This is an optimization exercise on Yosys and OpenROAD, whose aim is small area, a short achievable clock period and few clock cycles per item, not a production implementation.
Where RTL was checked, it was by simulation tests only, not by an equivalence proof against the original.
The RTL of runs 3 to 6 was laid out without a check of its function.

### design.v
module mulk_csa(input [23:0] v, output [23:0] s, output [23:0] c);
  wire ns = ~v[23];
  wire t1 = v[1] ^ v[4];
  wire t2 = v[1] & v[4];
  wire t3 = v[2] ^ v[5] ^ v[6];
  wire t4 = (v[2] & v[5]) | (v[2] & v[6]) | (v[5] & v[6]);
  wire t5 = v[8] ^ v[9];
  wire t6 = v[8] & v[9];
  wire t7 = v[3] ^ v[6] ^ v[7];
  wire t8 = (v[3] & v[6]) | (v[3] & v[7]) | (v[6] & v[7]);
  wire t9 = v[4] ^ v[7];
  wire t10 = v[4] & v[7];
  wire t11 = t1 ^ v[5] ^ v[7];
  wire t12 = (t1 & v[5]) | (t1 & v[7]) | (v[5] & v[7]);
  wire t13 = v[8] ^ v[10] ^ v[11];
  wire t14 = (v[8] & v[10]) | (v[8] & v[11]) | (v[10] & v[11]);
  wire t15 = t3 ^ t5 ^ v[11];
  wire t16 = (t3 & t5) | (t3 & v[11]) | (t5 & v[11]);
  wire t17 = v[12] ^ v[13] ^ v[15];
  wire t18 = (v[12] & v[13]) | (v[12] & v[15]) | (v[13] & v[15]);
  wire t19 = v[18] ^ v[19] ^ v[20];
  wire t20 = (v[18] & v[19]) | (v[18] & v[20]) | (v[19] & v[20]);
  wire t21 = t7 ^ v[9] ^ v[10];
  wire t22 = (t7 & v[9]) | (t7 & v[10]) | (v[9] & v[10]);
  wire t23 = v[12] ^ v[13] ^ v[14];
  wire t24 = (v[12] & v[13]) | (v[12] & v[14]) | (v[13] & v[14]);
  wire t25 = v[16] ^ v[19] ^ v[20];
  wire t26 = (v[16] & v[19]) | (v[16] & v[20]) | (v[19] & v[20]);
  wire t27 = v[21] ^ ns;
  wire t28 = v[21] & ns;
  wire t29 = t9 ^ v[8] ^ v[10];
  wire t30 = (t9 & v[8]) | (t9 & v[10]) | (v[8] & v[10]);
  wire t31 = v[11] ^ v[13] ^ v[14];
  wire t32 = (v[11] & v[13]) | (v[11] & v[14]) | (v[13] & v[14]);
  wire t33 = v[15] ^ v[17] ^ v[20];
  wire t34 = (v[15] & v[17]) | (v[15] & v[20]) | (v[17] & v[20]);
  wire t35 = v[21] ^ v[22] ^ 1'b1;
  wire t36 = (v[21] & v[22]) | (v[21] & 1'b1) | (v[22] & 1'b1);
  wire t37 = v[5] ^ v[8] ^ v[9];
  wire t38 = (v[5] & v[8]) | (v[5] & v[9]) | (v[8] & v[9]);
  wire t39 = v[11] ^ v[12] ^ v[14];
  wire t40 = (v[11] & v[12]) | (v[11] & v[14]) | (v[12] & v[14]);
  wire t41 = v[15] ^ v[16] ^ v[18];
  wire t42 = (v[15] & v[16]) | (v[15] & v[18]) | (v[16] & v[18]);
  wire t43 = v[21] ^ v[22] ^ ns;
  wire t44 = (v[21] & v[22]) | (v[21] & ns) | (v[22] & ns);
  wire t45 = v[6] ^ v[9] ^ v[10];
  wire t46 = (v[6] & v[9]) | (v[6] & v[10]) | (v[9] & v[10]);
  wire t47 = v[12] ^ v[13] ^ v[15];
  wire t48 = (v[12] & v[13]) | (v[12] & v[15]) | (v[13] & v[15]);
  wire t49 = v[16] ^ v[17] ^ v[19];
  wire t50 = (v[16] & v[17]) | (v[16] & v[19]) | (v[17] & v[19]);
  wire t51 = v[7] ^ v[10] ^ v[11];
  wire t52 = (v[7] & v[10]) | (v[7] & v[11]) | (v[10] & v[11]);
  wire t53 = v[13] ^ v[14] ^ v[16];
  wire t54 = (v[13] & v[14]) | (v[13] & v[16]) | (v[14] & v[16]);
  wire t55 = v[8] ^ v[11] ^ v[12];
  wire t56 = (v[8] & v[11]) | (v[8] & v[12]) | (v[11] & v[12]);
  wire t57 = v[14] ^ v[15];
  wire t58 = v[14] & v[15];
  wire t59 = v[9] ^ v[12] ^ v[13];
  wire t60 = (v[9] & v[12]) | (v[9] & v[13]) | (v[12] & v[13]);
  wire t61 = v[15] ^ v[16];
  wire t62 = v[15] & v[16];
  wire t63 = v[10] ^ v[13] ^ v[14];
  wire t64 = (v[10] & v[13]) | (v[10] & v[14]) | (v[13] & v[14]);
  wire t65 = v[11] ^ v[14];
  wire t66 = v[11] & v[14];
  wire t67 = t11 ^ t13 ^ v[12];
  wire t68 = (t11 & t13) | (t11 & v[12]) | (t13 & v[12]);
  wire t69 = v[14] ^ v[17];
  wire t70 = v[14] & v[17];
  wire t71 = t15 ^ t17 ^ t19;
  wire t72 = (t15 & t17) | (t15 & t19) | (t17 & t19);
  wire t73 = v[22] ^ ns ^ ns;
  wire t74 = (v[22] & ns) | (v[22] & ns) | (ns & ns);
  wire t75 = t2 ^ t12;
  wire t76 = t2 & t12;
  wire t77 = t21 ^ t23 ^ t25;
  wire t78 = (t21 & t23) | (t21 & t25) | (t23 & t25);
  wire t79 = t27 ^ t4 ^ t6;
  wire t80 = (t27 & t4) | (t27 & t6) | (t4 & t6);
  wire t81 = t16 ^ t18 ^ t20;
  wire t82 = (t16 & t18) | (t16 & t20) | (t18 & t20);
  wire t83 = t29 ^ t31 ^ t33;
  wire t84 = (t29 & t31) | (t29 & t33) | (t31 & t33);
  wire t85 = t35 ^ t8 ^ t22;
  wire t86 = (t35 & t8) | (t35 & t22) | (t8 & t22);
  wire t87 = t24 ^ t26 ^ t28;
  wire t88 = (t24 & t26) | (t24 & t28) | (t26 & t28);
  wire t89 = t37 ^ t39 ^ t41;
  wire t90 = (t37 & t39) | (t37 & t41) | (t39 & t41);
  wire t91 = t43 ^ t10 ^ t30;
  wire t92 = (t43 & t10) | (t43 & t30) | (t10 & t30);
  wire t93 = t32 ^ t34 ^ t36;
  wire t94 = (t32 & t34) | (t32 & t36) | (t34 & t36);
  wire t95 = t45 ^ t47 ^ t49;
  wire t96 = (t45 & t47) | (t45 & t49) | (t47 & t49);
  wire t97 = v[22] ^ ns ^ t38;
  wire t98 = (v[22] & ns) | (v[22] & t38) | (ns & t38);
  wire t99 = t40 ^ t42 ^ t44;
  wire t100 = (t40 & t42) | (t40 & t44) | (t42 & t44);
  wire t101 = t51 ^ t53 ^ v[17];
  wire t102 = (t51 & t53) | (t51 & v[17]) | (t53 & v[17]);
  wire t103 = v[18] ^ v[20] ^ ns;
  wire t104 = (v[18] & v[20]) | (v[18] & ns) | (v[20] & ns);
  wire t105 = t46 ^ t48 ^ t50;
  wire t106 = (t46 & t48) | (t46 & t50) | (t48 & t50);
  wire t107 = t55 ^ t57 ^ v[17];
  wire t108 = (t55 & t57) | (t55 & v[17]) | (t57 & v[17]);
  wire t109 = v[18] ^ v[19] ^ v[21];
  wire t110 = (v[18] & v[19]) | (v[18] & v[21]) | (v[19] & v[21]);
  wire t111 = 1'b1 ^ t52 ^ t54;
  wire t112 = (1'b1 & t52) | (1'b1 & t54) | (t52 & t54);
  wire t113 = t59 ^ t61 ^ v[18];
  wire t114 = (t59 & t61) | (t59 & v[18]) | (t61 & v[18]);
  wire t115 = v[19] ^ v[20] ^ v[22];
  wire t116 = (v[19] & v[20]) | (v[19] & v[22]) | (v[20] & v[22]);
  wire t117 = 1'b1 ^ t56 ^ t58;
  wire t118 = (1'b1 & t56) | (1'b1 & t58) | (t56 & t58);
  wire t119 = t63 ^ v[16] ^ v[17];
  wire t120 = (t63 & v[16]) | (t63 & v[17]) | (v[16] & v[17]);
  wire t121 = v[19] ^ v[20] ^ v[21];
  wire t122 = (v[19] & v[20]) | (v[19] & v[21]) | (v[20] & v[21]);
  wire t123 = ns ^ t60 ^ t62;
  wire t124 = (ns & t60) | (ns & t62) | (t60 & t62);
  wire t125 = t65 ^ v[15] ^ v[17];
  wire t126 = (t65 & v[15]) | (t65 & v[17]) | (v[15] & v[17]);
  wire t127 = v[18] ^ v[20] ^ v[21];
  wire t128 = (v[18] & v[20]) | (v[18] & v[21]) | (v[20] & v[21]);
  wire t129 = v[22] ^ 1'b1 ^ t64;
  wire t130 = (v[22] & 1'b1) | (v[22] & t64) | (1'b1 & t64);
  wire t131 = v[12] ^ v[15] ^ v[16];
  wire t132 = (v[12] & v[15]) | (v[12] & v[16]) | (v[15] & v[16]);
  wire t133 = v[18] ^ v[19] ^ v[21];
  wire t134 = (v[18] & v[19]) | (v[18] & v[21]) | (v[19] & v[21]);
  wire t135 = v[22] ^ ns ^ t66;
  wire t136 = (v[22] & ns) | (v[22] & t66) | (ns & t66);
  wire t137 = v[13] ^ v[16] ^ v[17];
  wire t138 = (v[13] & v[16]) | (v[13] & v[17]) | (v[16] & v[17]);
  wire t139 = v[19] ^ v[20] ^ v[22];
  wire t140 = (v[19] & v[20]) | (v[19] & v[22]) | (v[20] & v[22]);
  wire t141 = v[14] ^ v[17] ^ v[18];
  wire t142 = (v[14] & v[17]) | (v[14] & v[18]) | (v[17] & v[18]);
  wire t143 = v[15] ^ v[18];
  wire t144 = v[15] & v[18];
  wire t145 = t67 ^ t69 ^ v[18];
  wire t146 = (t67 & t69) | (t67 & v[18]) | (t69 & v[18]);
  wire t147 = t71 ^ t73 ^ t75;
  wire t148 = (t71 & t73) | (t71 & t75) | (t73 & t75);
  wire t149 = t14 ^ t68;
  wire t150 = t14 & t68;
  wire t151 = t77 ^ t79 ^ t81;
  wire t152 = (t77 & t79) | (t77 & t81) | (t79 & t81);
  wire t153 = t72 ^ t74 ^ t76;
  wire t154 = (t72 & t74) | (t72 & t76) | (t74 & t76);
  wire t155 = t83 ^ t85 ^ t87;
  wire t156 = (t83 & t85) | (t83 & t87) | (t85 & t87);
  wire t157 = t78 ^ t80 ^ t82;
  wire t158 = (t78 & t80) | (t78 & t82) | (t80 & t82);
  wire t159 = t89 ^ t91 ^ t93;
  wire t160 = (t89 & t91) | (t89 & t93) | (t91 & t93);
  wire t161 = t84 ^ t86 ^ t88;
  wire t162 = (t84 & t86) | (t84 & t88) | (t86 & t88);
  wire t163 = t95 ^ t97 ^ t99;
  wire t164 = (t95 & t97) | (t95 & t99) | (t97 & t99);
  wire t165 = t90 ^ t92 ^ t94;
  wire t166 = (t90 & t92) | (t90 & t94) | (t92 & t94);
  wire t167 = t101 ^ t103 ^ t105;
  wire t168 = (t101 & t103) | (t101 & t105) | (t103 & t105);
  wire t169 = t96 ^ t98 ^ t100;
  wire t170 = (t96 & t98) | (t96 & t100) | (t98 & t100);
  wire t171 = t107 ^ t109 ^ t111;
  wire t172 = (t107 & t109) | (t107 & t111) | (t109 & t111);
  wire t173 = t102 ^ t104 ^ t106;
  wire t174 = (t102 & t104) | (t102 & t106) | (t104 & t106);
  wire t175 = t113 ^ t115 ^ t117;
  wire t176 = (t113 & t115) | (t113 & t117) | (t115 & t117);
  wire t177 = t108 ^ t110 ^ t112;
  wire t178 = (t108 & t110) | (t108 & t112) | (t110 & t112);
  wire t179 = t119 ^ t121 ^ t123;
  wire t180 = (t119 & t121) | (t119 & t123) | (t121 & t123);
  wire t181 = t114 ^ t116 ^ t118;
  wire t182 = (t114 & t116) | (t114 & t118) | (t116 & t118);
  wire t183 = t125 ^ t127 ^ t129;
  wire t184 = (t125 & t127) | (t125 & t129) | (t127 & t129);
  wire t185 = t120 ^ t122 ^ t124;
  wire t186 = (t120 & t122) | (t120 & t124) | (t122 & t124);
  wire t187 = t131 ^ t133 ^ t135;
  wire t188 = (t131 & t133) | (t131 & t135) | (t133 & t135);
  wire t189 = t126 ^ t128 ^ t130;
  wire t190 = (t126 & t128) | (t126 & t130) | (t128 & t130);
  wire t191 = t137 ^ t139 ^ ns;
  wire t192 = (t137 & t139) | (t137 & ns) | (t139 & ns);
  wire t193 = t132 ^ t134 ^ t136;
  wire t194 = (t132 & t134) | (t132 & t136) | (t134 & t136);
  wire t195 = t141 ^ v[20] ^ v[21];
  wire t196 = (t141 & v[20]) | (t141 & v[21]) | (v[20] & v[21]);
  wire t197 = ns ^ t138 ^ t140;
  wire t198 = (ns & t138) | (ns & t140) | (t138 & t140);
  wire t199 = t143 ^ v[19] ^ v[21];
  wire t200 = (t143 & v[19]) | (t143 & v[21]) | (v[19] & v[21]);
  wire t201 = v[22] ^ 1'b1 ^ t142;
  wire t202 = (v[22] & 1'b1) | (v[22] & t142) | (1'b1 & t142);
  wire t203 = v[16] ^ v[19] ^ v[20];
  wire t204 = (v[16] & v[19]) | (v[16] & v[20]) | (v[19] & v[20]);
  wire t205 = v[22] ^ ns ^ t144;
  wire t206 = (v[22] & ns) | (v[22] & t144) | (ns & t144);
  wire t207 = v[17] ^ v[20] ^ v[21];
  wire t208 = (v[17] & v[20]) | (v[17] & v[21]) | (v[20] & v[21]);
  wire t209 = v[18] ^ v[21];
  wire t210 = v[18] & v[21];
  wire t211 = t145 ^ v[19];
  wire t212 = t145 & v[19];
  wire t213 = t147 ^ t149 ^ t70;
  wire t214 = (t147 & t149) | (t147 & t70) | (t149 & t70);
  wire t215 = t151 ^ t153 ^ t148;
  wire t216 = (t151 & t153) | (t151 & t148) | (t153 & t148);
  wire t217 = t155 ^ t157 ^ t152;
  wire t218 = (t155 & t157) | (t155 & t152) | (t157 & t152);
  wire t219 = t159 ^ t161 ^ t156;
  wire t220 = (t159 & t161) | (t159 & t156) | (t161 & t156);
  wire t221 = t163 ^ t165 ^ t160;
  wire t222 = (t163 & t165) | (t163 & t160) | (t165 & t160);
  wire t223 = t167 ^ t169 ^ t164;
  wire t224 = (t167 & t169) | (t167 & t164) | (t169 & t164);
  wire t225 = t171 ^ t173 ^ t168;
  wire t226 = (t171 & t173) | (t171 & t168) | (t173 & t168);
  wire t227 = t175 ^ t177 ^ t172;
  wire t228 = (t175 & t177) | (t175 & t172) | (t177 & t172);
  wire t229 = t179 ^ t181 ^ t176;
  wire t230 = (t179 & t181) | (t179 & t176) | (t181 & t176);
  wire t231 = t183 ^ t185 ^ t180;
  wire t232 = (t183 & t185) | (t183 & t180) | (t185 & t180);
  wire t233 = t187 ^ t189 ^ t184;
  wire t234 = (t187 & t189) | (t187 & t184) | (t189 & t184);
  wire t235 = t191 ^ t193 ^ t188;
  wire t236 = (t191 & t193) | (t191 & t188) | (t193 & t188);
  wire t237 = t195 ^ t197 ^ t192;
  wire t238 = (t195 & t197) | (t195 & t192) | (t197 & t192);
  wire t239 = t199 ^ t201 ^ t196;
  wire t240 = (t199 & t201) | (t199 & t196) | (t201 & t196);
  wire t241 = t203 ^ t205 ^ t200;
  wire t242 = (t203 & t205) | (t203 & t200) | (t205 & t200);
  wire t243 = t207 ^ ns ^ t204;
  wire t244 = (t207 & ns) | (t207 & t204) | (ns & t204);
  wire t245 = t209 ^ v[22] ^ 1'b1;
  wire t246 = (t209 & v[22]) | (t209 & 1'b1) | (v[22] & 1'b1);
  wire t247 = v[19] ^ v[22] ^ ns;
  wire t248 = (v[19] & v[22]) | (v[19] & ns) | (v[22] & ns);
  wire t249 = t211 ^ v[21];
  wire t250 = t211 & v[21];
  wire t251 = t213 ^ t146 ^ t212;
  wire t252 = (t213 & t146) | (t213 & t212) | (t146 & t212);
  wire t253 = t215 ^ t150 ^ t214;
  wire t254 = (t215 & t150) | (t215 & t214) | (t150 & t214);
  wire t255 = t217 ^ t154 ^ t216;
  wire t256 = (t217 & t154) | (t217 & t216) | (t154 & t216);
  wire t257 = t219 ^ t158 ^ t218;
  wire t258 = (t219 & t158) | (t219 & t218) | (t158 & t218);
  wire t259 = t221 ^ t162 ^ t220;
  wire t260 = (t221 & t162) | (t221 & t220) | (t162 & t220);
  wire t261 = t223 ^ t166 ^ t222;
  wire t262 = (t223 & t166) | (t223 & t222) | (t166 & t222);
  wire t263 = t225 ^ t170 ^ t224;
  wire t264 = (t225 & t170) | (t225 & t224) | (t170 & t224);
  wire t265 = t227 ^ t174 ^ t226;
  wire t266 = (t227 & t174) | (t227 & t226) | (t174 & t226);
  wire t267 = t229 ^ t178 ^ t228;
  wire t268 = (t229 & t178) | (t229 & t228) | (t178 & t228);
  wire t269 = t231 ^ t182 ^ t230;
  wire t270 = (t231 & t182) | (t231 & t230) | (t182 & t230);
  wire t271 = t233 ^ t186 ^ t232;
  wire t272 = (t233 & t186) | (t233 & t232) | (t186 & t232);
  wire t273 = t235 ^ t190 ^ t234;
  wire t274 = (t235 & t190) | (t235 & t234) | (t190 & t234);
  wire t275 = t237 ^ t194 ^ t236;
  wire t276 = (t237 & t194) | (t237 & t236) | (t194 & t236);
  wire t277 = t239 ^ t198 ^ t238;
  wire t278 = (t239 & t198) | (t239 & t238) | (t198 & t238);
  wire t279 = t241 ^ t202 ^ t240;
  wire t280 = (t241 & t202) | (t241 & t240) | (t202 & t240);
  wire t281 = t243 ^ t206 ^ t242;
  wire t282 = (t243 & t206) | (t243 & t242) | (t206 & t242);
  wire t283 = t245 ^ t208 ^ t244;
  wire t284 = (t245 & t208) | (t245 & t244) | (t208 & t244);
  wire t285 = t247 ^ t210 ^ t246;
  wire t286 = (t247 & t210) | (t247 & t246) | (t210 & t246);
  wire t287 = v[20] ^ ns ^ t248;
  wire t288 = (v[20] & ns) | (v[20] & t248) | (ns & t248);
  wire t289 = v[21] ^ 1'b1;
  wire t290 = v[21] & 1'b1;
  wire t291 = v[22] ^ 1'b1;
  wire t292 = v[22] & 1'b1;
  wire [23:0] r0 = {1'b1, ns, t291, t289, t287, t285, t283, t281, t279, t277, t275, t273, t271, t269, t267, t265, t263, t261, t259, t257, t255, t253, t251, t249};
  wire [23:0] r1 = {1'b0, t292, t290, t288, t286, t284, t282, t280, t278, t276, t274, t272, t270, t268, t266, t264, t262, t260, t258, t256, t254, t252, t250, v[22]};
  assign s = r0;
  assign c = r1;
endmodule
module givens8_cordic
(
	input						clk,
	input						rst_n,
	input						start,
	input		[2:0]			index,
	input		[383:0]		data_in,
	output	[383:0]		data_out,
	output					done
);
	localparam [3:0] K_LAST = 4'd4;	 
	reg		[383:0]		r;			 
	reg		[2:0]			idx;
	reg						done_r;
	reg		[3:0]			ka  [0:7];	 
	reg		[3:0]			kb  [0:7];	 
	reg		[7:0]			busy;		 
	reg		[7:0]			pre;		 
	reg		[7:0]			rot;		 
	reg		[7:0]			scl;		 
	reg		[7:0]			s;			 
	assign done = done_r;
	assign data_out = r;
	genvar i;
	wire [7:0] imsb;
	generate for (i = 0; i < 8; i = i + 1) begin : g_msb
		assign imsb[i] = data_in[192 + 24*i + 23];
	end endgenerate
	wire [383:0] lane;
	generate for (i = 0; i < 8; i = i + 1) begin : g_lane
		wire sgn = s[i];
		wire [3:0] kya = ka[i];
		wire [3:0] kxb = kb[i];
		wire signed [23:0] xv = r[24*i +: 24];
		wire signed [23:0] yv = r[192 + 24*i +: 24];
		wire [23:0] ax = pre[i] ? 24'd0 : xv;
		wire [23:0] ay = pre[i] ? 24'd0 : yv;
		wire [23:0] ysh = yv >>> kya;
		wire [23:0] xsh = xv >>> kxb;
		wire [24:0] sx = {ax, 1'b1} + {ysh ^ {24{sgn}}, sgn};
		wire [24:0] sy = {ay, 1'b1} + {xsh ^ {24{~sgn}}, ~sgn};
		assign lane[24*i +: 24]       = sx[24:1];
		assign lane[192 + 24*i +: 24] = sy[24:1];
	end endgenerate
	wire [7:0] lmsb;
	generate for (i = 0; i < 8; i = i + 1) begin : g_lmsb
		assign lmsb[i] = lane[192 + 24*i + 23];
	end endgenerate
	wire snext = lmsb[idx];
	wire [383:0] ring;
	generate for (i = 0; i < 4; i = i + 1) begin : g_ring
		wire [23:0] e0 = r[24*(2*i)       +: 24];
		wire [23:0] e1 = r[192 + 24*(2*i) +: 24];
		wire [23:0] e2 = r[24*(2*i+1)     +: 24];
		wire [23:0] e3 = r[192 + 24*(2*i+1) +: 24];
		wire [23:0] ps, pc;
		reg  [23:0] qs, qc;
		mulk_csa u_csa (.v(e3), .s(ps), .c(pc));
		always @(posedge clk) begin
			qs <= ps;
			qc <= pc;
		end
		assign ring[24*(2*i)       +: 24] = qs + qc;
		assign ring[192 + 24*(2*i) +: 24] = e0;
		assign ring[24*(2*i+1)     +: 24] = e1;
		assign ring[192 + 24*(2*i+1) +: 24] = e2;
	end endgenerate
	generate for (i = 0; i < 8; i = i + 1) begin : g_pair
		wire go = start & ~busy[i];
		always @(posedge clk) begin
			if (busy[i] | start) begin
				r[24*i +: 24]       <= rot[i] ? lane[24*i +: 24] :
				                       scl[i] ? ring[24*i +: 24] : data_in[24*i +: 24];
				r[192 + 24*i +: 24] <= rot[i] ? lane[192 + 24*i +: 24] :
				                       scl[i] ? ring[192 + 24*i +: 24] : data_in[192 + 24*i +: 24];
			end
		end
		always @(posedge clk or negedge rst_n) begin
			if (!rst_n) begin
				busy[i] <= 1'b0;
				pre[i]  <= 1'b0;
				rot[i]  <= 1'b0;
				scl[i]  <= 1'b0;
				ka[i]   <= 4'd0;
				kb[i]   <= 4'd0;
				s[i]    <= 1'b0;
			end
			else if (go) begin
				busy[i] <= 1'b1;
				pre[i]  <= 1'b1;
				rot[i]  <= 1'b1;
				scl[i]  <= 1'b0;
				ka[i]   <= 4'd0;
				kb[i]   <= 4'd0;
				s[i]    <= imsb[index];
			end
			else if (busy[i]) begin
				pre[i] <= 1'b0;
				s[i]   <= snext;
				if (!pre[i]) begin
					ka[i] <= ka[i] + 4'd1;
					kb[i] <= kb[i] + 4'd1;
				end
				if (rot[i] && !pre[i] && ka[i] == 4'd15) begin
					rot[i] <= 1'b0;
					scl[i] <= 1'b1;
				end
				if (scl[i] && ka[i] == K_LAST) begin
					busy[i] <= 1'b0;
					scl[i]  <= 1'b0;
				end
			end
		end
	end endgenerate
	always @(posedge clk) begin
		if (start & ~busy[0]) idx <= index;
	end
	always @(posedge clk or negedge rst_n) begin
		if (!rst_n)
			done_r <= 1'b0;
		else if (start & ~busy[0])
			done_r <= 1'b0;
		else if (scl[0] && ka[0] == K_LAST)
			done_r <= 1'b1;
	end
endmodule
### flow/run.sh
#!/bin/bash
# Standard synthesis (standard.sh synth, unchanged) and the standard ORFS
# layout, with changes only to the cells the layout steps may insert:
# - port buffers are buf_2 (buffer_ports -buffer_cell) instead of the
#   default delay buffer;
# - each layout step marks the delay buffers clkdlybuf4s* don't-use, so the
#   resizer's buffers are ordinary buffers.
set -euo pipefail
bash standard.sh synth > synth.log 2>&1
export BUFFER_PORTS_ARGS="-buffer_cell sky130_fd_sc_hd__buf_2"
H="$PWD/flow/dont_use.tcl"
for step in FLOORPLAN GLOBAL_PLACE RESIZE DETAIL_PLACE REPAIR_TIMING_POST_PLACE CTS GLOBAL_ROUTE DETAIL_ROUTE; do
  export PRE_${step}_TCL="$H"
done
bash standard.sh finish > layout.log 2>&1
### flow/dont_use.tcl
# Sourced at the start of each layout step: keep the resizer from picking the
# slow delay buffers (clkdlybuf4s*) for the buffers it inserts.
set_dont_use [get_lib_cells sky130_fd_sc_hd__clkdlybuf4s*]
### standard.sh
#!/bin/bash
# synth_recipe.tcl (not shown) runs the flow's synth.tcl, then flattens the netlist and writes it again
# the make line also repeats each setting of config.mk as NAME=value (left out here)
make -C /OpenROAD-flow-scripts/flow DESIGN_CONFIG=/design/flow/config.mk WORK_HOME=/design/flow/orfs CLKGATE_MAP_FILE= SYNTH_SCRIPT=/design/flow/synth_recipe.tcl "${@:-finish}"
### config.mk
export PLATFORM = sky130hd
export DESIGN_NAME = givens8_cordic
export DESIGN_NICKNAME = givens8_cordic
export VERILOG_FILES = /design/flow/design.v
export SDC_FILE = /design/flow/constraint.sdc
export NUM_CORES = 4
export LEC_CHECK = 0
export CAP_MARGIN = 20
export CORE_MARGIN = 2
export CORE_UTILIZATION = 55
export SLEW_MARGIN = 65
### constraint.sdc
create_clock -name core_clock -period 20.0 [get_ports {clk}]
set_input_delay 4.0000 -clock core_clock [delete_from_list [all_inputs] [get_ports {clk}]]
set_output_delay 4.0000 -clock core_clock [all_outputs]
set_load 0.01 [all_outputs]
==> run notes, run 1 <==
* Setup TNS at 0 ns
* Layout cells sized above 1 at between 15 and 20%
* Worst Max-Slew Pin Slew at about 0.6 ns
* DR vias/cell at around 6.2
* Area delta synth->final at 12.09%
* DR vias at 75530
* CP Cell Sequence: buf_2, mux2_2, o21ai_0, mux2i_1, a21oi_1, xor2_1, ha_1, and3b_1, nor3_1, mux2i_1, a31oi_1, o21ai_0, o41a_1, a41oi_1, a211oi_1, o21ai_1, a311oi_1, o31ai_4, a21oi_1
* Gp weighted congestion at 0.9888
* R2R depth at 19
* WL final at approximately 310 mm
* # IOs at 775
* Tcrit/Tclk final at between 30 and 40%
* # setup viols final at 0
* Clock latency on the worst-skew pair at ~0.73 ns
* Crit path kind: flop to flop
* First-pass GRT wire length at 455.7 mm
* Post-synth EDFFs at between 300 and 400
* Outcome: timing/DRC/antenna clean
* DRT antenna net count at 0
* Mean post-synth cell area at 8.837 sq um
* Multi-input gate area at 61350 sq um
* Die height at ~390 um
* Worst Path Max Fanout at 22
* Largest net degree at the start of global routing at a little under 80
* Worst path top cell family by delay: compound AO/OA/AOI/OAI gates
* Gr usage total at a little under two fifths
* Seq. cell area at 18030 sq um
* Nets at between 10000 and 15000
* Worst path arrival time at 6.67 ns
* WP data required at 20.56 ns
* RSZ-0062 raised after global routing: false
* FP Rows at 143
* DP HPWL at ~240 mm
* Initial antenna violation count at 27
* Crit path buffers/inverters at 1
* Average wire per standard cell at about 25 um
* F_max at between 150 and 200 MHz
* Post-CTS Resized at 0
* Ys flop type: edfxtp_1
* DRC viols at 0
* CTS max path bufs at 3
* Hold Violations, Final at 0
* Vias in the first global route at ~73000
* Synthesized flop and latch total at about 670
* Starting DRT DRC Count at ~7500
* Remaining Overflow, GRT at 0
* Headroom to the max-slew limit at between 60% and 70%
* Syn nets at 10900
* Crit. End Element: flop
* FF-to-FF Start: kb[3][1]
* Hold Crit Class: flop to flop
* Starting Density at approximately 55%
* Post-CTS setup buffer count at 0
* Core ar. at 151400 sq um
* # fillers at around 14000
* Die area at between 150000 and 200000 sq um
* R2R setup slack at approximately 14 ns
* RR Endpoint: s[3]
* Seq/Total Area, Yosys at 21.36%
* Worst Skew at around 0.034 ns
* Crit path largest cell delay at ~0.57 ns
* Worst Setup EP: s[3]
* Synth area leaders: edfxtp_1, fa_1, ha_1, mux2i_1, xnor2_1
* DR pass1 iterations at 7
* Share of the synthesized area in the top cell type at 13.91%
* Post-Synthesis Cells at 9457
* Post-synthesis async set-or-reset flop share at between 10% and 20%
* Slew Viols, Final at 0
* Leading area contributor after synthesis: edfxtp_1
* Distinct cell type count after synthesis at 84
* Final min period at between 6 and 7 ns
* CTS tree: built
* Clock Tree Root: clkbuf_16
* Buffers on Ports at ~770
* H-tree levels at 3
* CP max-delay cell: dfrtp_2
* Total CTS buffers at 88
* Max_cap viols at 0
* Cell count along the critical path at 19
* Synthesized area at 83570 sq um
* Critical Path Start: kb[3][1]
* Die X at about 390 um
* Hold buffers post-CTS at 0
* Crit path launch type: flop
* Clock sink total at approximately 670
* Clk slew on worst S/H paths at approximately 0.06 ns
* Yosys warns at 3
per-layer routing:
metal	track usage, %	routed length [um]	up-vias
met5	0	174	-
met1	52.89	129100	36780
met2	57.88	132500	3543
met4	16.17	14760	32
li1	-	-	34490
met3	8.652	29780	687
tightest hold or removal path, stage by stage, from the launching register on:
cell,delay [ns]
dfrtp_1,0.34
nor2_1,0.05
nor2_1,0.08
final cells by class:
class | count | share of cell area (%)
multi-input combinational | 7538 | 65.49
sequential | 672 | 19.25
timing repair buffer | 1043 | 6.270
inverter | 746 | 3.057
clock buffer | 135 | 2.834
tap | 2030 | 2.711
clock inverter | 31 | 0.3633
antenna | 7 | 0.01870
cells in the final DEF (no fill, tap or decap), types with 33 or more instances in the layout:
cell type | synthesis | final
a211oi_1 | 134 | 124
a21boi_0 | 33 | 33
a21o_1 | 169 | 169
a21oi_1 | 624 | 624
a31oi_1 | 67 | 62
and2_1 | 42 | 42
and3_1 | 42 | 42
buf_2 | 13 | 869
buf_4 | 8 | 113
clkbuf_16 | 0 | 93
dfrtp_2 | 0 | 50
dfxtp_1 | 180 | 180
edfxtp_1 | 387 | 387
fa_1 | 480 | 480
ha_1 | 568 | 568
inv_1 | 727 | 693
mux2_2 | 150 | 150
mux2i_1 | 697 | 688
mux4_2 | 157 | 157
nand2_1 | 831 | 831
nand2b_1 | 87 | 87
nand3_1 | 135 | 135
nand4_1 | 46 | 46
nor2_1 | 550 | 548
nor2b_1 | 473 | 468
nor3_1 | 123 | 122
o211ai_1 | 46 | 46
o21a_1 | 63 | 63
o21ai_0 | 814 | 793
o21bai_1 | 55 | 55
o31ai_1 | 40 | 36
or3_1 | 46 | 46
xnor2_1 | 526 | 522
xor2_1 | 239 | 239
stage by stage:
stage                     hold WS [ns]  worst slack [ns]  instance area [sq um]  std cells  util (%)
after global routing            0.5502             13.62                  93660      12200     61.87
after global placement          0.4872             13.32                  88660      11890     58.58
after detailed placement        0.4958             13.83                  90080      12000     59.51
final                           0.5066             13.89                  93670      12200     61.89
after floorplan                 0.4993             13.99                  83570       9457         -
after CTS                       0.5078             13.93                  93080      12170     61.49
cell usage after synthesis (all sizes together), types with 121 or more instances:
library cell	number
edfxtp	387
nor2b	473
a21o	169
dfxtp	180
mux2	151
mux2i	697
nor2	550
nor3	124
o21ai	818
nand2	831
a211oi	134
a21oi	625
nand3	135
mux4	159
fa	480
ha	568
inv	734
clkbuf	380
xnor2	526
buf	121
xor2	239
sequential cells by signal (all words and copies together) (netlist names), 8 cells and up:
| register | count |
|---|---|
| kb | 32 |
| rot | 8 |
| busy | 8 |
| pre | 8 |
| r | 384 |
| s | 8 |
| g_ring.qc | 88 |
| g_ring.qs | 92 |
| ka | 32 |
| scl | 8 |
worst min-delay path by stage:
stage	startpoint	to	slack, ns	cells past startpoint
after floorplan	busy[1]	pre[1]	0.50	1
after global placement	done_r	done_r	0.49	2
after detailed placement	done_r	done_r	0.50	2
after CTS	done_r	done_r	0.51	2
after global routing	done_r	done_r	0.55	2
final	done_r	done_r	0.51	2
cells by family (layout without fill, tap and decap cells):
kind of cell    Yosys count  after routing  synth area share [%]
compound gates         2253           2253                 16.20
simple gates           2465           2465                 14.07
mux                    1007           1007                 14.68
flops                   672            672                 21.36
fa+ha+maj              1048           1048                 20.00
xor+xnor                765            765                 8.018
other cells               0              7                     0
buf+inv                1247           1955                 5.666
Testbench counts, summed over its fixed seeds: cycles 73,608, items 3,200.
==> run 2, diff against run 1 <==
--- a/config.mk
+++ b/config.mk
@@ -9,3 +9,3 @@
 export CORE_MARGIN = 2
-export CORE_UTILIZATION = 55
+export CORE_UTILIZATION = 40
 export SLEW_MARGIN = 65
==> run notes, run 2 <==
* Outcome: timing/DRC/antenna clean
* CTS max path bufs at 3
* Buffers on Ports at between 700 and 800
* Max_cap viols at 0
* Biggest regs: r (384), g_ring.qs (92), g_ring.qc (88)
* Pre-CTS WS at 13.70 ns
* Slew Viols, Final at 0
* Crit path kind: flop to flop
* Syn nets at between 10000 and 15000
* Multi-input gate area at 61460 sq um
* Post-CTS Resized at 0
* DP HPWL at between 200 and 300 mm
* WL final at between 300 and 400 mm
* Yosys warns at 3
* Hold buffers post-CTS at 0
* Clock Tree Root: clkbuf_16
* WP data required at 20.63 ns
* Seq. cell area at about 18000 sq um
* R2R depth at 20
* Core ar. at approximately 210000 sq um
* Die height at approximately 460 um
* Post-CTS setup buffer count at 0
* Vias in the first global route at roughly 72000
* DR vias at approximately 75000
* RSZ-0062 raised after global routing: false
* Worst Setup EP: s[1]
* Clock sink total at roughly 670
* Post-route setup slack at roughly 14 ns
* Commonest cells in the netlist: nand2_1, o21ai_0, inv_1
* Critical Path Start: kb[3][1]
* Post-synth EDFFs at between 300 and 400
* Initial antenna violation count at 31
* Remaining Overflow, GRT at 0
* Post-route insts no fill at approximately 13000
* # IOs at 775
* Placed insts at around 13000
* # setup viols final at 0
* Layout cells sized above 1 at ~17%
* DRT antenna net count at 0
* Clk slew on worst S/H paths at about 0.060 ns
* Total CTS buffers at roughly 90
* Synthesized flop and latch total at between 600 and 700
* Post-synthesis async set-or-reset flop share at roughly 16%
* # fillers at approximately 20000
* DRC viols at 0
* Number of flip-flops in the largest register at 384
* Worst Max-Slew Pin Slew at 0.5669 ns
* DR vias/cell at between 5 and 6
* DR pass1 iterations at 6
* Die area at around 210000 sq um
* Ys flop type: edfxtp_1
* Area delta synth->final at 13.41%
* Starting DRT DRC Count at ~7600
* Headroom to the max-slew limit at 61.13%
* Synth area leaders: edfxtp_1, fa_1, ha_1, mux2i_1, xnor2_1
* Average wire per standard cell at roughly 25 um
* Gp weighted congestion at between 0.9 and 1
* Starting Density at between 40% and 50%
* Placement Cell Area at roughly 91000 sq um
* FF-to-FF Start: kb[3][1]
* Design Area, Final at approximately 95000 sq um
* Crit path launch type: flop
* Clock latency on the worst-skew pair at approximately 0.74 ns
* R2R setup slack at about 14 ns
* Leading area contributor after synthesis: edfxtp_1
* Largest net degree at the start of global routing at 71
* Gr usage total at between 20% and 30%
* Crit. End Element: flop
* RR Endpoint: s[1]
* Worst path arrival time at 6.59 ns
* Mean post-synth cell area at 8.837 sq um
* Worst Skew at between 0.03 and 0.04 ns
* Commonest non-fill, non-tap cells in the layout: buf_2, nand2_1, o21ai_0, inv_1, mux2i_1
* Die X at 461.1 um
* Post-Synthesis Cells at ~9500
* Final min period at 5.965 ns
* FP Rows at 167
* Synthesized area at between 80000 and 90000 sq um
* First-pass GRT wire length at about 470 mm
* Share of the synthesized area in the top cell type at 13.91%
* CTS tree: built
* Nets at approximately 12000
* H-tree levels at 3
* Distinct cell type count after synthesis at 84
* Largest reg by FF count: r
* Most common cell after layout, fill and taps aside: buf_2
* Count leader, synth: nand2_1
* F_max at approximately 170 MHz
* Hold Violations, Final at 0
* Seq/Total Area, Yosys at roughly a fifth
* Worst Path Max Fanout at 20
* Setup TNS at 0 ns
* Tcrit/Tclk final at just under 30%
* Hold Crit Class: flop to flop
## run 2: changes by cell type in the layout (fill, tap and decap cells not counted), moves of 7 or more
cell and delta:
o21ai_0 -7, o21ai_1 +7, buf_1 -7, clkbuf_1 -15, buf_2 +17, buf_4 -14, mux2i_2 +18, mux2i_1 -19
inv_4 +7, clkbuf_16 +9, clkbuf_8 -8, buf_6 +9
## run 2: through the flow
stage | hold WS [ns] | utilization [%]
floorplan | 0.4993 | -
global placement | 0.5448 | 43.24
detailed placement | 0.5524 | 44.06
CTS | 0.5687 | 45.58
global route | 0.6011 | 45.71
finish | 0.5385 | 45.72
## run 2: cell type report
cell class / instances / area share (%)
Inverter: 746 / 3.015
Clock inverter: 45 / 0.4502
Clock buffer: 121 / 2.864
Tap cell: 2788 / 3.681
Multi-Input combinational cell: 7538 / 64.85
Antenna cell: 13 / 0.03433
Timing Repair Buffer: 1040 / 6.097
Sequential cell: 672 / 19.01
## run 2: cells by family (layout without fill, tap and decap cells)
group | after synthesis | in the layout | share of synthesized area, %
AOI/OAI and AO/OA | 2253 | 2253 | 16.20
adders and majority gates | 1048 | 1048 | 20.00
DFF | 672 | 672 | 21.36
muxes | 1007 | 1007 | 14.68
xor gates and xnor gates | 765 | 765 | 8.018
buffers and inverters | 1247 | 1952 | 5.666
other | 0 | 13 | 0
and+or+nand+nor | 2465 | 2465 | 14.07
## run 2: critical path, cell delays in order (launching register included)
cell,delay [ns]
dfrtp_2,0.64
buf_2,0.46
mux2i_1,0.19
mux4_2,0.50
nor2_1,0.10
a21oi_1,0.06
xor2_1,0.16
ha_1,0.36
and3b_1,0.21
nor3_1,0.14
mux2i_1,0.10
a31oi_1,0.35
o21ai_0,0.21
o41a_1,0.47
a41oi_1,0.43
a211oi_1,0.15
or3_1,0.40
a311oi_1,0.42
o31ai_4,0.16
buf_4,0.20
a21oi_1,0.14
## run 2: worst min-delay path by stage
stage                        from  depth (start not counted)  endpoint  slack [ns]
after floorplan           busy[1]                          1    pre[1]        0.50
after global placement     done_r                          2    done_r        0.54
after detailed placement   done_r                          2    done_r        0.55
after CTS                  done_r                          2    done_r        0.57
after global routing       done_r                          2    done_r        0.60
final                      done_r                          2    done_r        0.54
## run 2: per-layer routing
layer  vias up  track usage (%)  wire, um
li1      34500                -         -
met1     36720            40.88    140600
met2      2994            45.28    141800
met3       500            4.754     25230
met4        24            10.52     12260
met5         -                0       155
==> run 3, diff against run 2 <==
--- a/design.v
+++ b/design.v
@@ -311,3 +311,3 @@
 	reg		[383:0]		r;			 
-	reg		[2:0]			idx;
+	reg		[2:0]			idx [0:7];	 
 	reg						done_r;
@@ -319,3 +319,2 @@
 	reg		[7:0]			scl;		 
-	reg		[7:0]			s;			 
 	assign done = done_r;
@@ -323,5 +322,5 @@
 	genvar i;
-	wire [7:0] imsb;
+	wire [7:0] ymsb;
 	generate for (i = 0; i < 8; i = i + 1) begin : g_msb
-		assign imsb[i] = data_in[192 + 24*i + 23];
+		assign ymsb[i] = r[192 + 24*i + 23];
 	end endgenerate
@@ -329,3 +328,4 @@
 	generate for (i = 0; i < 8; i = i + 1) begin : g_lane
-		wire sgn = s[i];
+		wire [2:0] pi = idx[i];
+		wire sgn = ymsb[pi];
 		wire [3:0] kya = ka[i];
@@ -343,7 +343,2 @@
 	end endgenerate
-	wire [7:0] lmsb;
-	generate for (i = 0; i < 8; i = i + 1) begin : g_lmsb
-		assign lmsb[i] = lane[192 + 24*i + 23];
-	end endgenerate
-	wire snext = lmsb[idx];
 	wire [383:0] ring;
@@ -384,3 +379,3 @@
 				kb[i]   <= 4'd0;
-				s[i]    <= 1'b0;
+				idx[i]  <= 3'd0;
 			end
@@ -393,3 +388,3 @@
 				kb[i]   <= 4'd0;
-				s[i]    <= imsb[index];
+				idx[i]  <= index;
 			end
@@ -397,3 +392,2 @@
 				pre[i] <= 1'b0;
-				s[i]   <= snext;
 				if (!pre[i]) begin
@@ -413,5 +407,2 @@
 	end endgenerate
-	always @(posedge clk) begin
-		if (start & ~busy[0]) idx <= index;
-	end
 	always @(posedge clk or negedge rst_n) begin
==> run notes, run 3 <==
* Cell count along the critical path at 2
* Die height at ~460 um
* Synthesized area at 84730 sq um
* DR pass1 iterations at 6
* Worst path arrival time at approximately 2.1 ns
* RSZ-0062 raised after global routing: false
* Share of the synthesized area in the top cell type at between 10 and 15%
* Post-CTS setup buffer count at 0
* H-tree levels at 3
* Average wire per standard cell at between 20 and 25 um
* Tcrit/Tclk final at a little under a third
* Syn nets at between 10000 and 15000
* Commonest non-fill, non-tap cells in the layout: buf_2, nand2_1, o21ai_0, inv_1, a21oi_1
* Setup TNS at 0 ns
* # IOs at 775
* Initial antenna violation count at 38
* RR Endpoint: r[212]
* Post-synth EDFFs at about 380
* R2R setup slack at 14.52 ns
* Clock Tree Root: clkbuf_16
* Mean post-synth cell area at around 8.9 sq um
* Crit path buffers/inverters at 2
* Headroom to the max-slew limit at approximately three fifths
* Commonest cells in the netlist: nand2_1, o21ai_0, inv_1
* Starting Density at 40.35%
* Final min period at 6.052 ns
* FP Rows at 168
* Largest reg by FF count: r
* Crit path kind: flop to output port
* Synthesized flop and latch total at 685
* Hold Crit Class: flop to flop
* Worst Skew at around 0.045 ns
* Placement Cell Area at 92650 sq um
* Hold Violations, Final at 0
* Most common cell after layout, fill and taps aside: buf_2
* Clock latency on the worst-skew pair at 0.76 ns
* CTS tree: built
* DRC viols at 0
* Synth area leaders: edfxtp_1, fa_1, ha_1, mux2i_1, xnor2_1
* Gr usage total at between 20% and 30%
* Buffers on Ports at 774
* DRT antenna net count at 0
* Biggest regs: r (384), g_ring.qs (92), g_ring.qc (88)
* Leading area contributor after synthesis: edfxtp_1
* Pre-CTS WS at around 14 ns
* Post-CTS Resized at 0
* WL final at approximately 320 mm
* Post-synthesis async set-or-reset flop share at approximately 18%
* Area delta synth->final at 13.79%
* First-pass GRT wire length at 476.1 mm
* CP max-delay cell: edfxtp_1
* R2R depth at 18
* Crit. End Element: output port
* Starting DRT DRC Count at ~7500
* Worst Path Max Fanout at 16
* Critical Path Start: r[383]
* Gp weighted congestion at roughly 0.99
* Post-route setup slack at between 10 and 15 ns
* Max_cap viols at 0
* Crit path largest cell delay at around 0.65 ns
* Die area at 215500 sq um
* Clock sink total at a little under 700
* # setup viols final at 0
* Ys flop type: edfxtp_1
* DR vias at 75250
* Outcome: timing/DRC/antenna clean
* Crit path launch type: flop
* Hold buffers post-CTS at 0
* Number of flip-flops in the largest register at between 300 and 400
* DR vias/cell at between 5 and 6
* Worst Setup EP: data_out[383]
* Largest net degree at the start of global routing at a little over 80
* Clk slew on worst S/H paths at 0.06 ns
* Core ar. at 210000 sq um
* # fillers at 20360
* F_max at around 170 MHz
* Worst path top cell family by delay: flip-flops
* WP data required at approximately 16 ns
* CP Cell Sequence: buf_4, buf_2
* Yosys warns at 4
* DP HPWL at 255.0 mm
* Count leader, synth: nand2_1
* FF-to-FF Start: kb[0][1]
* Die X at 464.2 um
* Remaining Overflow, GRT at 0
* Design Area, Final at 96410 sq um
* Vias in the first global route at 73680
* CTS max path bufs at 3
* Distinct cell type count after synthesis at 90
* Worst Max-Slew Pin Slew at approximately 0.58 ns
* Slew Viols, Final at 0
* Post-Synthesis Cells at approximately 9500
* Nets at 11570
* Total CTS buffers at 94
* Seq/Total Area, Yosys at 21.44%
* Layout cells sized above 1 at around 18%
==> run 3: cell types whose count changed in the layout (fill, tap and decap cells not counted), moves of 21 or more <==
cell      before  now
nand2_1      831  859
nor3_1       123   86
buf_4         99  121
nor2b_1      469  448
mux2i_1      669  606
o21bai_1      55   76
a21o_1       169  261
nand2b_1      87  108
xor2_1       239  264
nor2_1       550  518
mux4_2       157  204
==> run 3: worst reg2reg max path: cells and delay by family, from the launching register on <==
kind / cells / cell delay, ns
AOI/OAI and AO/OA: 11 / 2.47
xor gates and xnor gates: 2 / 0.32
adders and majority gates: 1 / 0.36
buffers and inverters: 1 / 0.45
DFF: 1 / 0.60
muxes: 2 / 0.91
and+or+nand+nor: 1 / 0.09
==> run 3: final cells by class <==
| type | count | area, sq um | share of cell area [%] |
|---|---|---|---|
| clock inverter | 58 | 625.6 | 0.6489 |
| antenna | 16 | 40.04 | 0.04153 |
| timing repair buffer | 1064 | 5996 | 6.219 |
| multi-input combinational | 7526 | 62360 | 64.68 |
| tap | 2805 | 3510 | 3.640 |
| inverter | 757 | 2889 | 2.997 |
| clock buffer | 119 | 2685 | 2.785 |
| sequential | 685 | 18310 | 18.99 |
==> run 3: through the flow <==
stage          util, %  hold slack [ns]  cells
2_1_floorplan        -           0.4636   9472
3_3_place_gp     43.28           0.4902  12680
3_5_place_dp     44.12           0.4965  12810
4_1_cts          45.70           0.5116  12990
5_1_grt          45.91           0.5385  13030
6_report         45.91           0.5002  13030
==> run 3: how the worst min path moves through the flow <==
stage                 start     end  slack, ns  cells past startpoint
finish               done_r  done_r       0.50                      2
global route         done_r  done_r       0.54                      2
CTS                  done_r  done_r       0.51                      2
detailed placement   done_r  done_r       0.50                      2
global placement     done_r  done_r       0.49                      2
floorplan           busy[5]  pre[5]       0.46                      1
==> run 3: cells by family (layout without fill, tap and decap cells) <==
kind of cell | after synthesis | after routing | synth area share [%]
mux | 1005 | 1005 | 15.13
buf+inv | 1261 | 1998 | 5.638
flops | 685 | 685 | 21.44
compound gates | 2328 | 2328 | 16.75
simple gates | 2355 | 2355 | 13.15
other cells | 0 | 16 | 0
fa+ha+maj | 1048 | 1048 | 19.73
xor+xnor | 790 | 790 | 8.166
==> run 3: metal layers <==
| metal | wire [um] | vias up | GRT usage [%] |
|---|---|---|---|
| met1 | 137100 | 36920 | 39.35 |
| met5 | 45 | - | 0 |
| met3 | 23330 | 539 | 4.255 |
| met4 | 15870 | 6 | 13.17 |
| li1 | - | 34630 | - |
| met2 | 144600 | 3161 | 45.49 |
==> run 4, diff against run 3 <==
--- a/design.v
+++ b/design.v
@@ -311,2 +311,3 @@
 	reg		[383:0]		r;			 
+	reg		[7:0]			ysn;		 
 	reg		[2:0]			idx [0:7];	 
@@ -322,6 +323,3 @@
 	genvar i;
-	wire [7:0] ymsb;
-	generate for (i = 0; i < 8; i = i + 1) begin : g_msb
-		assign ymsb[i] = r[192 + 24*i + 23];
-	end endgenerate
+	wire [7:0] ymsb = ~ysn;
 	wire [383:0] lane;
@@ -363,8 +361,11 @@
 		wire go = start & ~busy[i];
+		wire [23:0] xd = rot[i] ? lane[24*i +: 24] :
+		                 scl[i] ? ring[24*i +: 24] : data_in[24*i +: 24];
+		wire [23:0] yd = rot[i] ? lane[192 + 24*i +: 24] :
+		                 scl[i] ? ring[192 + 24*i +: 24] : data_in[192 + 24*i +: 24];
 		always @(posedge clk) begin
 			if (busy[i] | start) begin
-				r[24*i +: 24]       <= rot[i] ? lane[24*i +: 24] :
-				                       scl[i] ? ring[24*i +: 24] : data_in[24*i +: 24];
-				r[192 + 24*i +: 24] <= rot[i] ? lane[192 + 24*i +: 24] :
-				                       scl[i] ? ring[192 + 24*i +: 24] : data_in[192 + 24*i +: 24];
+				r[24*i +: 24]       <= xd;
+				r[192 + 24*i +: 24] <= yd;
+				ysn[i]              <= ~yd[23];
 			end
==> run notes, run 4 <==
* Outcome: timing/DRC/antenna clean
* Synthesized flop and latch total at between 600 and 700
* Leading area contributor after synthesis: edfxtp_1
* Clk slew on worst S/H paths at about 0.06 ns
* Gr usage total at ~28%
* Seq/Total Area, Yosys at 21.56%
* R2R setup slack at roughly 14 ns
* Die X at 465.9 um
* CTS tree: built
* Starting Density at between 40% and 50%
* Average wire per standard cell at 24.10 um
* Largest reg by FF count: r
* Syn nets at roughly 11000
* Buffers on Ports at 774
* DRC viols at 0
* Crit path kind: flop to output port
* Worst path arrival time at about 1.9 ns
* Commonest non-fill, non-tap cells in the layout: buf_2, nand2_1, o21ai_0, inv_1, mux2i_1
* H-tree levels at 3
* R2R depth at 18
* Area delta synth->final at 13.40%
* # IOs at just under 800
* Starting DRT DRC Count at 6989
* Worst hold start: busy[7]
* Slew Viols, Final at 0
* Total CTS buffers at between 90 and 100
* Cell mode on critical path: buf_2
* Post-CTS Resized at 0
* DR vias at 75730
* RR Endpoint: r[70]
* Mean post-synth cell area at about 8.9 sq um
* First-pass GRT wire length at 467.1 mm
* WHS Path Cells at 1
* Design Area, Final at around 97000 sq um
* Gp weighted congestion at about 0.95
* Post-synthesis async set-or-reset flop share at roughly 17%
* Hold Slack at 0.5142 ns
* Yosys warns at 4
* Hold Violations, Final at 0
* Die area at approximately 220000 sq um
* Distinct cell type count after synthesis at 96
* FP Rows at 169
* Hold Crit Class: flop to flop
* Post-Synthesis Cells at 9580
* Remaining Overflow, GRT at 0
* Core ar. at about 210000 sq um
* Worst Path Max Fanout at 5
* Biggest regs: r (384), g_ring.qs (92), g_ring.qc (88)
* DR pass1 iterations at 8
* WP data required at approximately 16 ns
* WHS Endpoint: pre[7]
* Nets at 11660
* Synth area leaders: edfxtp_1, fa_1, ha_1, mux2i_1, xnor2_1
* Placement Cell Area at between 90000 and 100000 sq um
* Count leader, synth: nand2_1
* CTS max path bufs at 3
* Synthesized area at 85360 sq um
* F_max at between 150 and 200 MHz
* DRT antenna net count at 0
* Setup TNS at 0 ns
* RSZ-0062 raised after global routing: false
* Initial antenna violation count at 43
* Commonest cells in the netlist: nand2_1, o21ai_0, inv_1
* DR vias/cell at 5.760
* Headroom to the max-slew limit at 60.87%
* Worst Max-Slew Pin Slew at approximately 0.57 ns
* Largest net degree at the start of global routing at a little over 70
* # fillers at slightly above 20000
* Crit path launch type: flop
* DP HPWL at roughly 250 mm
* Hold buffers post-CTS at 0
* Vias in the first global route at 73380
* Post-CTS setup buffer count at 0
* Max_cap viols at 0
* # setup viols final at 0
* Crit. End Element: output port
* Finished Core Util at 45.64%
* WL final at 316.9 mm
* Ys flop type: edfxtp_1
* Most common cell after layout, fill and taps aside: buf_2
* Final min period at roughly 5.9 ns
* Share of the synthesized area in the top cell type at between 10% and 20%
* FF-to-FF Start: ka[2][1]
* Number of flip-flops in the largest register at 384
* Tcrit/Tclk final at between 20% and 30%
* Crit path largest cell delay at between 0.4 and 0.5 ns
* Worst Skew at roughly 0.048 ns
* Clock Tree Root: clkbuf_16
* Post-synth EDFFs at 392
* Clock latency on the worst-skew pair at between 0.7 and 0.8 ns
* CP Cell Sequence: buf_2, buf_4, buf_2
* Layout cells sized above 1 at 17.37%
* CP max-delay cell: edfxtp_1
* Clock sink total at approximately 690
* Die height at about 470 um
## run 4: worst max-delay path by stage
stage	startpoint	slack, ns	end	cells after the start
6_report	r[281]	14.14	data_out[281]	3
4_1_cts	r[281]	14.10	data_out[281]	3
3_3_place_gp	start	12.93	r[40]	5
2_1_floorplan	start	13.71	r[100]	5
3_5_place_dp	start	13.69	r[25]	5
5_1_grt	ka[2][1]	13.91	r[70]	18
## run 4: critical path, delay by kind of cell (launching register included)
family   cells  cell delay, ns
buf+inv      3            0.62
flops        1            0.49
## run 4: stage by stage
step           worst slack [ns]  cells
6_report                  14.14  13150
3_3_place_gp              12.93  12790
2_1_floorplan             13.71   9580
5_1_grt                   13.91  13140
4_1_cts                   14.10  13110
3_5_place_dp              13.69  12930
## run 4: cell families (layout without fill, tap and decap cells)
| family | Yosys count | in the layout | synth area share (%) |
|---|---|---|---|
| AO/OA/AOI/OAI | 2346 | 2346 | 16.66 |
| XOR/XNOR | 793 | 793 | 8.137 |
| adder cells (fa/ha/maj) | 1048 | 1048 | 19.58 |
| buffers and inverters | 1252 | 1979 | 5.588 |
| flip-flops | 693 | 693 | 21.56 |
| multiplexers | 1010 | 1010 | 14.99 |
| other | 0 | 18 | 0 |
| AND/OR/NAND/NOR | 2438 | 2438 | 13.49 |
## run 4: per-layer routing
metal	part of all wire [%]	track usage, %	up-vias
met4	4.6	12.59	16
met5	0.030	0	-
met2	45	44.77	2877
li1	-	-	35020
met1	43	38.14	37300
met3	7.0	3.949	512
## run 4: cell type report
| cell class | instances | area (sq um) | share of cell area (%) |
|---|---|---|---|
| flip-flops and latches | 693 | 18540 | 19.16 |
| repair buffers | 1053 | 5928 | 6.125 |
| clock inverters | 53 | 491.7 | 0.5080 |
| inverters | 742 | 2828 | 2.921 |
| clock buffers | 131 | 2835 | 2.929 |
| diodes | 18 | 45.04 | 0.04654 |
| multi-input cells | 7635 | 62590 | 64.67 |
| well taps | 2821 | 3530 | 3.647 |
==> run 5, diff against run 4 <==
--- a/config.mk
+++ b/config.mk
@@ -10,2 +10,3 @@
 export CORE_UTILIZATION = 40
+export CTS_BUF_LIST = sky130_fd_sc_hd__clkbuf_4 sky130_fd_sc_hd__clkbuf_8
 export SLEW_MARGIN = 65
==> run notes, run 5 <==
* # fillers at 20670
* Synthesized area at 85360 sq um
* FP Rows at 169
* Post-route insts no fill at ~13000
* Commonest non-fill, non-tap cells in the layout: buf_2, nand2_1, o21ai_0, inv_1, mux2i_1
* Clock Tree Root: clkbuf_8
* Leading area contributor after synthesis: edfxtp_1
* Final min period at between 6 and 7 ns
* R2R setup slack at roughly 14 ns
* # setup viols final at 0
* Yosys warns at 4
* WHS Path Cells at 1
* Gr usage total at between 20% and 30%
* DR pass1 iterations at 8
* WP data required at between 15 and 20 ns
* Crit path launch type: flop
* Number of flip-flops in the largest register at between 300 and 400
* Hold Slack at slightly above 0.5 ns
* Worst hold start: busy[7]
* Hold Crit Class: flop to flop
* Worst Path Max Fanout at 5
* CTS tree: built
* Ys flop type: edfxtp_1
* Hold Violations, Final at 0
* Worst Skew at between 0.06 and 0.07 ns
* Biggest regs: r (384), g_ring.qs (92), g_ring.qc (88)
* Area delta synth->final at 13.49%
* Setup TNS at 0 ns
* Count leader, synth: nand2_1
* Commonest cells in the netlist: nand2_1, o21ai_0, inv_1
* Post-CTS setup buffer count at 0
* Nets at 11710
* Placed insts at 12930
* Starting Density at 40.25%
* F_max at around 160 MHz
* DR vias/cell at about 5.8
* Crit path kind: flop to output port
* Die X at roughly 470 um
* Largest net degree at the start of global routing at between 70 and 80
* Core ar. at between 200000 and 250000 sq um
* CTS max path bufs at 3
* Initial antenna violation count at 45
* Post-synth EDFFs at 392
* Mean post-synth cell area at around 8.9 sq um
* DP HPWL at 253.8 mm
* Tcrit/Tclk final at a little under a third
* Slew Viols, Final at 0
* Gp weighted congestion at between 0.9 and 1
* Die height at 465.9 um
* # IOs at slightly below 800
* Distinct cell type count after synthesis at 96
* Clk slew on worst S/H paths at 0.07 ns
* Die area at ~220000 sq um
* Post-CTS Resized at 0
* Post-Synthesis Cells at ~9600
* Layout cells sized above 1 at between 10% and 20%
* RSZ-0062 raised after global routing: false
* Largest reg by FF count: r
* WL final at roughly 320 mm
* DRC viols at 0
* Average wire per standard cell at around 24 um
* DR vias at ~76000
* Outcome: timing/DRC/antenna clean
* First-pass GRT wire length at 467.9 mm
* Seq. cell area at 18540 sq um
* Worst path arrival time at between 2 and 2.5 ns
* Starting DRT DRC Count at ~6800
* WHS Endpoint: pre[7]
* Post-synthesis async set-or-reset flop share at around 17%
* Buffers on Ports at between 700 and 800
* Headroom to the max-slew limit at between 60% and 70%
* Most common cell after layout, fill and taps aside: buf_2
* Multi-input gate area at 62590 sq um
* RR Endpoint: r[70]
* Seq/Total Area, Yosys at 21.56%
* Remaining Overflow, GRT at 0
* Synth area leaders: edfxtp_1, fa_1, ha_1, mux2i_1, xnor2_1
* Crit. End Element: output port
* Vias in the first global route at ~74000
* DRT antenna net count at 0
* H-tree levels at 4
* Total CTS buffers at ~150
* Synthesized flop and latch total at between 600 and 700
* Hold buffers post-CTS at 0
* R2R depth at 18
* Syn nets at roughly 11000
* FF-to-FF Start: ka[2][1]
* Worst Max-Slew Pin Slew at 0.5718 ns
* Share of the synthesized area in the top cell type at ~14%
* Max_cap viols at 0
* Clock sink total at around 690
* Clock latency on the worst-skew pair at 0.96 ns
## run 5: worst max-delay path by stage
| stage | from | end | slack [ns] | cells past startpoint |
|---|---|---|---|---|
| final | r[281] | data_out[281] | 13.94 | 3 |
| after global routing | r[281] | data_out[281] | 13.85 | 3 |
| after CTS | r[281] | data_out[281] | 13.85 | 3 |
| after detailed placement | start | r[25] | 13.69 | 5 |
| after global placement | start | r[40] | 12.93 | 5 |
| after floorplan | start | r[100] | 13.71 | 5 |
## run 5: logic make-up after synthesis
logic type                 Yosys count  share of synthesized area [%]
AOI/OAI and AO/OA                 2346                          16.66
xor gates and xnor gates           793                          8.137
adders and majority gates         1048                          19.58
buffers and inverters             1252                          5.588
DFF                                693                          21.56
muxes                             1010                          14.99
and+or+nand+nor                   2438                          13.49
## run 5: routing by layer
layer | vias to the layer above | routed length [um] | track usage [%]
met1 | 37460 | 136700 | 38.08
met3 | 580 | 22530 | 4.443
met2 | 3048 | 144300 | 45.01
met5 | - | 60 | 0
li1 | 35170 | - | -
met4 | 10 | 14600 | 12.16
## run 5: cell type report
class                   count  share of cell area [%]
repair buffers           1053                   6.120
diodes                     25                 0.06458
inverters                 742                   2.920
well taps                2821                   3.644
multi-input cells        7635                   64.61
flip-flops and latches    693                   19.14
clock buffers             212                   2.747
clock inverters            62                  0.7466
## run 5: worst max-delay path: stages, from the launching register on
cell,delay (ns)
edfxtp_1,0.49
buf_2,0.25
buf_4,0.21
buf_2,0.15
## run 5: through the flow
step	util, %	instance area [sq um]	setup WS, ns
after global placement	43.12	91440	12.93
after detailed placement	43.90	93100	13.69
final	45.67	96870	13.94
after global routing	45.67	96860	13.85
after floorplan	-	85360	13.71
after CTS	45.49	96490	13.85
==> run 6, diff against run 5 <==
--- a/config.mk
+++ b/config.mk
@@ -10,3 +10,5 @@
 export CORE_UTILIZATION = 40
-export CTS_BUF_LIST = sky130_fd_sc_hd__clkbuf_4 sky130_fd_sc_hd__clkbuf_8
+export CTS_BUF_LIST = sky130_fd_sc_hd__clkbuf_8 sky130_fd_sc_hd__clkbuf_16
+export CTS_CLUSTER_DIAMETER = 100
+export CTS_CLUSTER_SIZE = 20
 export SLEW_MARGIN = 65
==> run notes, run 6 <==
* WL final at 315.6 mm
* Cell mode on critical path: buf_4
* Headroom to the max-slew limit at 61.87%
* Area delta synth->final at 11.90%
* Gp weighted congestion at around 0.95
* CTS max path bufs at 3
* Share of the synthesized area in the top cell type at 13.79%
* CTS tree: built
* Buffers on Ports at between 700 and 800
* Crit path launch type: flop
* Number of flip-flops in the largest register at between 300 and 400
* Total CTS buffers at about 60
* DRC viols at 0
* Crit. End Element: output port
* Synth area leaders: edfxtp_1, fa_1, ha_1, mux2i_1, xnor2_1
* Leading area contributor after synthesis: edfxtp_1
* Layout cells sized above 1 at around 17%
* Core ar. at about 210000 sq um
* DRT antenna net count at 0
* Crit path largest cell delay at 0.54 ns
* Post-Synthesis Cells at about 9600
* Die height at 465.9 um
* Outcome: timing/DRC/antenna clean
* Commonest non-fill, non-tap cells in the layout: buf_2, nand2_1, o21ai_0, inv_1, mux2i_1
* Hold Crit Class: flop to flop
* Slew Viols, Final at 0
* Synthesized area at approximately 85000 sq um
* Biggest regs: r (384), g_ring.qs (92), g_ring.qc (88)
* First-pass GRT wire length at 464.8 mm
* Die area at 217100 sq um
* Count leader, synth: nand2_1
* RSZ-0062 raised after global routing: false
* Largest reg by FF count: r
* Final min period at 5.889 ns
* Worst Max-Slew Pin Slew at 0.5719 ns
* Clock Tree Root: clkbuf_16
* Mean post-synth cell area at around 8.9 sq um
* Crit path kind: flop to output port
* Clock latency on the worst-skew pair at between 0.7 and 0.8 ns
* DR vias at ~75000
* Ys flop type: edfxtp_1
* Synthesized flop and latch total at 693
* Largest net degree at the start of global routing at 72
* Commonest cells in the netlist: nand2_1, o21ai_0, inv_1
* Worst Skew at between 0.03 and 0.04 ns
* Post-synth EDFFs at 392
* Max_cap viols at 0
* Die X at roughly 470 um
* Worst Path Max Fanout at 6
* Syn nets at ~11000
* DR vias/cell at ~5.8
* Nets at ~12000
* Clock sink total at about 690
* Initial antenna violation count at 39
* WP data required at approximately 16 ns
* Seq/Total Area, Yosys at between 20 and 25%
* Yosys warns at 4
* DR pass1 iterations at 6
* # fillers at around 21000
* Hold buffers post-CTS at 0
* Hold Violations, Final at 0
* Clk slew on worst S/H paths at around 0.1 ns
* Most common cell after layout, fill and taps aside: buf_2
* CP Cell Sequence: buf_4, buf_4, buf_2
* Vias in the first global route at around 73000
* Remaining Overflow, GRT at 0
* # IOs at roughly 780
* H-tree levels at 2
==> run 6: changes by cell type in the layout (fill, tap and decap cells not counted), moves of 8 or more <==
cell and change:
clkinv_2 -20, clkinv_1 -8, clkbuf_4 -40, bufinv_16 -12, clkbuf_16 +61, clkbuf_8 -171, inv_1 +9
==> run 6: cell families after synthesis <==
group	count (synthesis)	synth area share [%]
and+or+nand+nor	2438	13.49
AOI/OAI and AO/OA	2346	16.66
buffers and inverters	1252	5.588
adders and majority gates	1048	19.58
muxes	1010	14.99
xor gates and xnor gates	793	8.137
DFF	693	21.56
==> run 6: metrics by stage <==
step	cell area [sq um]	util, %	worst slack, ns	std cells
after floorplan	85360	-	13.71	9580
after global placement	91440	43.12	12.93	12790
after detailed placement	93100	43.90	13.69	12930
after CTS	95150	44.86	14.07	13040
after global routing	95510	45.03	13.91	13070
final	95520	45.04	14.11	13080
==> run 6: cell type report <==
type	count	area, sq um	share of cell area [%]
clock inverter	50	518.0	0.5423
timing repair buffer	1053	5928	6.206
multi-input combinational	7635	62590	65.53
clock buffer	61	1526	1.598
inverter	742	2829	2.962
sequential	693	18540	19.41
antenna	20	50.05	0.05240
tap	2821	3530	3.695
==> run 6: worst paths after layout <==
kind	startpoint	end	slack, ns	depth (start not counted)
max	r[326]	data_out[326]	14.11	3
min	busy[7]	pre[7]	0.52	1
max reg2reg	ka[2][1]	r[70]	14.25	18
min reg2reg	busy[7]	pre[7]	0.52	1
max in group asynchronous	rst_n	scl[4]	16.08	4
min in group asynchronous	rst_n	rot[7]	3.18	2
==> run 6: worst reg2reg max path: stages, from the launching register on <==
cell      delay, ns
dfrtp_2        0.63
buf_2          0.39
mux2_2         0.39
nor2_1         0.08
a21oi_1        0.08
mux4_2         0.53
xnor2_1        0.15
ha_1           0.35
and2_1         0.20
a221oi_1       0.42
o211ai_1       0.19
o211ai_1       0.31
a21oi_1        0.15
or4_1          0.52
a31oi_1        0.27
o22ai_1        0.17
a2111o_1       0.42
a21boi_0       0.18
a211oi_1       0.07
==> run 6: layer usage <==
layer,part of all wire (%),global-route usage (%)
met2,46,44.84
met3,6.9,3.703
met4,4.3,11.39
met5,0.020,0
met1,43,38.18

==> static timing again, ports no longer ideal <==
The results above use ideal ports. As a check the final layouts listed here were re-extracted and re-timed, cells and wires unchanged. Step 1 (the two cells are an assumption about what drives the block):
set clk [get_ports {clk}]
set_driving_cell -lib_cell sky130_fd_sc_hd__clkbuf_16 $clk
set_driving_cell -lib_cell sky130_fd_sc_hd__buf_2 [delete_from_list [all_inputs] $clk]
Step 2 times the ports against the registers' clock, not the clock port: input delays grow and output delays shrink by t, the midpoint of the rising clock arrivals with the driver on. Slacks: ideal ports / drivers / drivers and shift; pairs: ideal ports / drivers.
run	shift t [ns]	setup slack, ns	cell pins on the clock port's net
run 1	0.801	13.893 / 13.893 / 13.893	1
run 2	0.815	14.035 / 13.966 / 13.780	1
run 3	0.806	13.948 / 13.873 / 13.933	1
run 4	0.835	14.144 / 14.053 / 13.729	1
run 5	1.017	13.939 / 13.850 / 13.749	1
run 6	0.830	14.111 / 14.021 / 13.749	1
After both steps setup and hold are still met in every run listed. For run 4, which loses most, drivers alone change the setup slack by -0.091 ns; drivers and shift together by -0.415 ns.
